Background: an optimization exercise with open tools, aiming at small area. Do not read the settings as production practice.
Only simulation tests tie the RTL to the original design; equivalence was not proved.
Power and IR drop assume default switching activity.

File: flow/constraint.sdc
create_clock -name core_clock -period 10.0 [get_ports {clk}]
set_input_delay 2.0000 -clock core_clock [delete_from_list [all_inputs] [get_ports {clk}]]
set_output_delay 2.0000 -clock core_clock [all_outputs]
set_load 0.01 [all_outputs]
File: flow/design.v
module pong
(
	input             clk,
	input             rst,
	input      [3:0]  sw,
	input      [3:0]  btn,
	output     [2:0]  led,
	output            hs,
	output            vs,
	output     [7:0]  rgb,
	output     [6:0]  seg,
	output     [3:0]  an
);
function automatic lt10(input [9:0] a, input [9:0] b);
	integer i; reg r;
	begin
		r = 1'b0;
		for (i = 0; i < 10; i = i + 1)
			r = (~a[i] & b[i]) | (~(a[i] ^ b[i]) & r);
		lt10 = r;
	end
endfunction
function automatic lt4(input [3:0] a, input [3:0] b);
	integer i; reg r;
	begin
		r = 1'b0;
		for (i = 0; i < 4; i = i + 1)
			r = (~a[i] & b[i]) | (~(a[i] ^ b[i]) & r);
		lt4 = r;
	end
endfunction
function automatic [9:0] add10(input [9:0] a, input [9:0] b, input ci);
	integer i; reg c;
	begin
		c = ci;
		for (i = 0; i < 10; i = i + 1) begin
			add10[i] = a[i] ^ b[i] ^ c;
			c = (a[i] & b[i]) | (a[i] & c) | (b[i] & c);
		end
	end
endfunction
function automatic [10:0] inc11(input [10:0] a);
	integer i; reg c;
	begin
		c = 1'b1;
		for (i = 0; i < 11; i = i + 1) begin
			inc11[i] = a[i] ^ c;
			c = a[i] & c;
		end
	end
endfunction
reg  [10:0] X;
reg  [9:0]  V;
wire [9:0]  P = X[10:1];
wire        xend = X[10] & X[9] & X[6] & X[0];           
wire        vend = V[9] & V[3] & V[2] & V[0];            
wire        ft   = (X == 11'd2) & (V == 10'd480);        
always @(posedge clk) begin
	if (rst)
		X <= 11'd1601;
	else if (xend)
		X <= 11'd0;
	else
		X <= inc11(X);
	if (rst)
		V <= 10'd525;
	else if (xend)
		V <= vend ? 10'd0 : inc11({1'b0, V});
end
assign hs = ~(P >= 10'd648 && P <= 10'd743);
assign vs = ~(V == 10'd482 || V == 10'd483);
reg  [9:0]  bh;          
reg  [8:0]  bv;          
reg         hdir;        
reg         vdir;        
reg  [3:0]  spd;
reg  [8:0]  lp, rp;
reg         cw, cp, cwd;
always @(posedge clk) spd <= sw;
wire        h_r0 = hdir ? (bh <= 10'd45) : (bh >= 10'd591);
wire        h_r1 = hdir ? (bh >= 10'd46 && bh <= 10'd60) : (bh >= 10'd576 && bh <= 10'd590);
wire [3:0]  h_lo = hdir ? (bh[3:0] + 4'd2) : (4'd14 - bh[3:0]);
wire        v_r0 = vdir ? (bv <= 9'd75) : (bv >= 9'd401);
wire [3:0]  v_lo = vdir ? (bv[3:0] + 4'd4) : (4'd0 - bv[3:0]);
wire        w_lt = lt4(h_lo, sw);
wire        w_eq = (h_lo == sw);
wire        wall = h_r0 & (w_lt | w_eq);
wire        padh = h_r0 | (h_r1 & w_lt);
wire [8:0]  pp = hdir ? lp : rp;
wire [9:0]  du = add10({1'b0, bv}, ~{1'b0, pp}, 1'b1);    
wire        ovl = (&du[9:2]) | (du[9:5] == 5'd0 && du[4:0] <= 5'd20);
wire        hf = h_r0 & (lt4(h_lo, spd) | (~hdir & (h_lo == spd)));
wire        vf = v_r0 & (lt4(v_lo, spd) | (~vdir & (v_lo == spd)));
wire [9:0]  spx = hdir ? ~{6'd0, spd} : {6'd0, spd};
wire [9:0]  spy = vdir ? ~{6'd0, spd} : {6'd0, spd};
wire [9:0]  bh_n = add10(bh, spx, hdir);
wire [9:0]  bv_n = add10({1'b0, bv}, spy, vdir);
always @(posedge clk) begin
	if (rst) begin
		bh <= 10'd310;
		bv <= 9'd230;
		hdir <= 1'b0;
		vdir <= 1'b0;
	end else if (ft) begin
		if (cp)
			hdir <= ~hdir;
		else begin
			if (hf) hdir <= ~hdir; else bh <= bh_n;
			if (vf) vdir <= ~vdir; else bv <= bv_n[8:0];
		end
	end
end
always @(posedge clk) begin
	if (rst) begin
		lp <= 9'd230;
		rp <= 9'd230;
	end else if (ft) begin
		if (btn[0] && lp <= 9'd390) lp <= lp + 9'd5;
		else if (btn[1] && lp >= 9'd70) lp <= lp - 9'd5;
		if (btn[2] && rp <= 9'd390) rp <= rp + 9'd5;
		else if (btn[3] && rp >= 9'd70) rp <= rp - 9'd5;
	end
end
always @(posedge clk) begin
	if (rst) begin
		cw <= 1'b0;
		cp <= 1'b0;
	end else begin
		cw <= wall;
		if (!wall) cp <= padh & ovl;
	end
end
assign led = {1'b0, cw, cp};
wire [9:0] dh = add10(P, ~bh, 1'b1);            
wire [9:0] dv = add10(V, ~{1'b0, bv}, 1'b1);    
wire [9:0] dpd = add10(V, ~{1'b0, (P[9] ? rp : lp)}, 1'b1);
wire ball_on = (dh <= 10'd4) & (dv <= 10'd4);
wire lp_on = ((P >= 10'd40 && P <= 10'd45) | (P >= 10'd595 && P <= 10'd600)) & (dpd <= 10'd20);
wire rp_on = 1'b0;
wire bg_v = (V >= 10'd55 && V <= 10'd425);
wire bg_h = (P >= 10'd25 && P <= 10'd615);
wire bg_on = (bg_v & ((P <= 10'd30) | (P >= 10'd610)) & bg_h) |
             (bg_h & ((V <= 10'd60) | (V >= 10'd420)) & bg_v);
wire color = ball_on | lp_on | rp_on | bg_on;
assign rgb = {8{color}};
reg [3:0] p10, p11, p20, p21;
always @(posedge clk) begin
	if (rst) begin
		cwd <= 1'b0;
		p10 <= 4'd0; p11 <= 4'd0; p20 <= 4'd0; p21 <= 4'd0;
	end else begin
		cwd <= cw;
		if (cw & ~cwd) begin
			if (hdir) begin
				if (p10 == 4'd9) begin
					p11 <= (p11 == 4'd9) ? 4'd0 : p11 + 4'd1;
					p10 <= 4'd0;
				end else
					p10 <= p10 + 4'd1;
			end else begin
				if (p20 == 4'd9) begin
					p21 <= (p21 == 4'd9) ? 4'd0 : p21 + 4'd1;
					p20 <= 4'd0;
				end else
					p20 <= p20 + 4'd1;
			end
		end
	end
end
reg  [15:0] lf;
wire        upd = (lf == 16'h44da);
always @(posedge clk) begin
	if (rst)
		lf <= 16'd0;
	else if (upd)
		lf <= 16'd1;
	else
		lf <= {lf[14:0], ~(lf[15] ^ lf[8])};
end
reg [1:0] cnt;
reg [3:0] digit;
reg [3:0] sc;        
always @(posedge clk) begin
	if (rst) begin
		cnt <= 2'd0;
		digit <= 4'd0;
		sc <= 4'd15;
	end else if (upd) begin
		case (cnt)
			2'd0: digit <= p10;
			2'd1: digit <= p21;
			2'd2: digit <= p20;
			default: digit <= p11;
		endcase
		sc <= digit;
		cnt <= cnt + 2'd1;
	end
end
wire [3:0] q = sc;
wire [6:0] sg;
assign sg[0] = (q == 4'd1) | (q == 4'd4) | (q == 4'd15);
assign sg[1] = (q == 4'd5) | (q == 4'd6) | (q == 4'd15);
assign sg[2] = (q == 4'd2) | (q == 4'd15);
assign sg[3] = (q == 4'd1) | (q == 4'd4) | (q == 4'd7) | (q == 4'd15);
assign sg[4] = (q == 4'd1) | (q == 4'd3) | (q == 4'd4) | (q == 4'd5) | (q == 4'd7) | (q == 4'd9) | (q == 4'd15);
assign sg[5] = (q == 4'd1) | (q == 4'd2) | (q == 4'd3) | (q == 4'd7) | (q == 4'd15);
assign sg[6] = (q == 4'd0) | (q == 4'd1) | (q == 4'd7) | (q == 4'd15);
assign seg = sg;
wire blank = (sc == 4'd15);
assign an = blank ? 4'b1111 :
            (cnt == 2'd1) ? 4'b0111 :
            (cnt == 2'd2) ? 4'b1011 :
            (cnt == 2'd3) ? 4'b1101 : 4'b1110;
endmodule
File: flow/run.sh
#!/bin/bash
# synth_recipe.tcl (not shown) runs the flow's synth.tcl, then flattens the netlist and writes it again
# the make line also repeats each setting of config.mk as NAME=value (left out here)
make -C /OpenROAD-flow-scripts/flow DESIGN_CONFIG=/design/flow/config.mk WORK_HOME=/design/flow/orfs CLKGATE_MAP_FILE= SYNTH_SCRIPT=/design/flow/synth_recipe.tcl finish
File: flow/config.mk
export PLATFORM = sky130hd
export DESIGN_NAME = pong
export DESIGN_NICKNAME = pong
export VERILOG_FILES = /design/flow/design.v
export SDC_FILE = /design/flow/constraint.sdc
export NUM_CORES = 4
export LEC_CHECK = 0
export CAP_MARGIN = 20
export CORE_MARGIN = 2
export CORE_UTILIZATION = 40
export SLEW_MARGIN = 20
==> run summary <==
-- cell families (layout without fill, tap and decap cells) --
logic type / after synthesis / after routing / share of synthesized area, %
adder cells (fa/ha/maj): 117 / 117 / 23.2
AND/OR/NAND/NOR: 259 / 259 / 17.7
other: 1 / 1 / 0.0475
flip-flops: 109 / 109 / 27.6
AO/OA/AOI/OAI: 193 / 193 / 15.9
buffers and inverters: 115 / 125 / 6.30
XOR/XNOR: 46 / 46 / 5.10
multiplexers: 31 / 31 / 4.12
-- layer usage --
metal  part of all wire, %  vias to the layer above
met5                     0                        -
met4                  0.48                        0
met3                   3.4                        4
met2                    44                       83
met1                    52                     2810
li1                      -                     3041
-- state kept, by name, indices dropped and copies added, names as in the netlist, 2 cells and up --
register,cells
V,10
X,11
bh,10
bv,9
cnt,2
digit,4
lf,16
lp,9
p10,4
p11,4
p20,4
p21,4
rp,9
sc,4
spd,4
-- synthesized netlist by cell type, types with 3 or more instances --
| master | instances | area (um^2) |
|---|---|---|
| ha_1 | 68 | 851 |
| nand2_1 | 36 | 135 |
| o221ai_1 | 3 | 26.3 |
| nor2_1 | 76 | 285 |
| a21oi_1 | 62 | 310 |
| clkbuf_1 | 19 | 71.3 |
| nor2b_1 | 19 | 119 |
| nor4_1 | 5 | 31.3 |
| fa_1 | 49 | 981 |
| and2_2 | 3 | 22.5 |
| a211o_1 | 16 | 140 |
| buf_4 | 12 | 90.1 |
| nand4_1 | 11 | 68.8 |
| a21boi_0 | 3 | 22.5 |
| a31oi_1 | 5 | 31.3 |
| a311o_1 | 3 | 30.0 |
| nor3b_1 | 8 | 60.1 |
| buf_2 | 5 | 25.0 |
| o21ai_0 | 39 | 195 |
| nand2b_1 | 3 | 18.8 |
| a211oi_1 | 5 | 37.5 |
| a22o_1 | 7 | 61.3 |
| mux2i_1 | 19 | 190 |
| o31ai_1 | 4 | 30.0 |
| mux2_2 | 12 | 135 |
| o21bai_1 | 11 | 82.6 |
| inv_1 | 73 | 274 |
| and2_1 | 20 | 125 |
| nand3_1 | 17 | 85.1 |
| a222oi_1 | 4 | 40.0 |
| a21o_1 | 6 | 45.0 |
| nor3_1 | 19 | 95.1 |
| buf_1 | 4 | 15.0 |
| nor4b_1 | 4 | 35.0 |
| xor2_1 | 18 | 158 |
| and3_1 | 5 | 31.3 |
| o211ai_1 | 9 | 67.6 |
| dfxtp_1 | 109 | 2180 |
| or3_1 | 11 | 68.8 |
| xnor2_1 | 28 | 245 |
| and4b_1 | 3 | 30.0 |
| o21a_1 | 3 | 22.5 |
-- worst reg2reg max path, cell delays in order, from the launching register on --
cell,delay [ps]
dfxtp_1,310
buf_4,370
mux2_2,420
ha_1,200
fa_1,370
fa_1,390
fa_1,390
fa_1,390
fa_1,390
fa_1,390
fa_1,380
inv_1,80
fa_1,410
o31ai_1,330
mux2i_1,120
nor3b_1,170
-- power by group --
group / internal [mW] / switching [mW]
combinational: 0.0566 / 0.0717
sequential: 0.444 / 0.0211
clock: 0.224 / 0.177
-- cell type report --
cell class	count	area (um^2)
clock buffer	9	225
clock inverter	7	103
fill	1938	10700
inverter	73	274
multi-input combinational	647	5220
sequential	109	2180
tap	265	332
timing repair buffer	36	345
-- cell usage in the layout (no fill, tap or decap), drive strengths merged, types with 13 or more instances in the layout --
master / netlist / routed
dfxtp: 109 / 109
inv: 73 / 77
nor2: 76 / 76
ha: 68 / 68
a21oi: 62 / 62
fa: 49 / 49
o21ai: 40 / 40
nand2: 36 / 36
clkdlybuf4s50: 0 / 31
xnor2: 28 / 28
and2: 24 / 24
nor3: 20 / 20
mux2i: 19 / 19
nor2b: 19 / 19
xor2: 18 / 18
nand3: 17 / 17
a211o: 16 / 16
or3: 13 / 13
-- final timing paths --
check	from	to	slack (ps)	cells past startpoint
setup / recovery	X[10]	rgb[6]	1650	20
hold / removal	X[0]	X[0]	450	1
setup reg to reg	hdir	cp	4820	15
hold reg to reg	X[0]	X[0]	450	1
-- through the flow --
stage,worst slack [ps],power (mW),instance area (um^2)
floorplan,2510,0.574,7900
global placement,2180,0.602,8350
detailed placement,2050,0.604,8350
CTS,1610,1.01,8680
global route,1280,1.05,8680
finish,1650,0.994,8680
==> run summary <==
post-route core utilization 44.8%; worst clock skew about 9.5 ps; final critical-path required period approximately 8300 ps; number of register bits inferred by synthesis 109; clock buffers created by TritonCTS 9; aggregate routed wire length between 15000 and 20000 um; IO Port Bufs 32; Post-synth top flop dfxtp_1; chain of cells forming the critical path buf_4 > mux2_2 > ha_1 > fa_1 > inv_1 > fa_1 > fa_1 > fa_1 > fa_1 > fa_1 > inv_1 > fa_1 > inv_1 > fa_1 > or4b_2 > nor3_1 > o211ai_1 > o21a_1 > o221ai_1 > clkdlybuf4s50_1; number of levels the H-tree was split into 3; slowest cell on the critical path clkdlybuf4s50_1; Mapped Nets ~1000; ys async rst share 0%; result of the run no timing/DRC/antenna violations; WL/cell 14.5 um; drt pass-1 iters 6; GR met2 Demand/Resource 26.4%; DP HPWL 12200 um; DRC viols 0; Net count, final ~1000; number of DRC markers after the initial detailed-route iteration 285; maxcap violations 0; most crowded layer after global routing met2; row count between 50 and 60; post-synthesis instance total between 800 and 900; post-synth design cell area 7900 um^2; share of the clock period used by the worst path after layout 83.5%; cell type group with the largest total delay on the critical path adder cells; class of the most critical setup path reg2out; grt met1 use 24.9%; pins over their slew limit 0; slew at the pin with the worst max-slew slack 1080 ps; clock-pin slew on the worst setup and hold paths ~80 ps; Die W around 140 um; count of hold-fix buffers inserted at cts 0; Data required, critical path roughly 8000 ps; Syn Area/Cell between 9 and 10 um^2; VDD IR-drop max 74.1 uV; number of antenna violations at the first check in global routing 0; largest stage delay on the critical path 660 ps; P&R area growth vs syn 9.93%; grt total ovfl 0; gp weighted congestion ~0.83; number of global-route vias before repair about 5600; post-synthesis sequential area ratio 27.6%; worst path bufs/invs 5; Unique masters post-synth 70; CTS root buf clkbuf_16; share of final-layout standard cells stronger than drive strength 1 5.68%; data arrival time of the worst path 6350 ps; area of the core 19400 um^2; first-pass GRT wire length 28600 um; die area about 21000 um^2; most used cell, CP fa_1; vias per inst 5.18; post-route worst hold slack 453 ps; largest net degree at the start of global routing 50; filler-free cell count of the finished design roughly 1100; Clk Latency, worst-skew pair between 300 and 400 ps; total routing usage reported by global routing 17.0%; via total after detailed routing 5938; total of warnings raised by yosys 1; Hold Violations, Final 0; Boundary Pins 34; RSZ-0062 raised after global routing false; remaining antenna violation count 0; number of sinks driven by the clock tree 109; count of flip-flops with a built-in enable after synthesis 0; die height around 140 um; placed instance count 1130; LEAKAGE 3.54 nW; final setup violating endpoints 0; critical path endpoint category output port; TritonCTS clock tree yes; crit-path max FO 18; post-CTS setup buffers 0; antenna cell count 0; power density over the cells 114 nW/um^2; normalized max-slew margin 28.0%; path category of the worst min-delay check reg2reg; PostCTS Resize Cnt 0; highest attainable clock frequency 120 MHz; final-layout setup total negative slack 0 ps; kind of launch point of the worst setup path flip-flop; maximum count of clock buffers along a single path 2; starting density of the core 40.7%; met3 usage 3.41%

-- port drivers added, routing unchanged --
Ports are ideal in the flow. The routed layout listed here was re-timed in OpenROAD.
Step 1, drivers: a clkbuf_16 drives clk and a buf_2 each remaining input, both assumed.
Step 2 times the ports against the registers' clock, not the clock port: input delays grow and output delays shrink by t, the midpoint of the rising clock arrivals with the driver on.
Slacks: ideal ports / drivers / drivers and shift; pairs: ideal ports / drivers.
t (ns): 0.399
slack for setup (ns): 1.654 / 1.609 / 2.008
worst slew at a driven data input, ns: 0.04
pins driven straight from the clock port: 1
After both steps setup and hold are still met in this run. For this run, drivers alone change the setup slack by -0.045 ns; drivers and shift together by +0.354 ns.
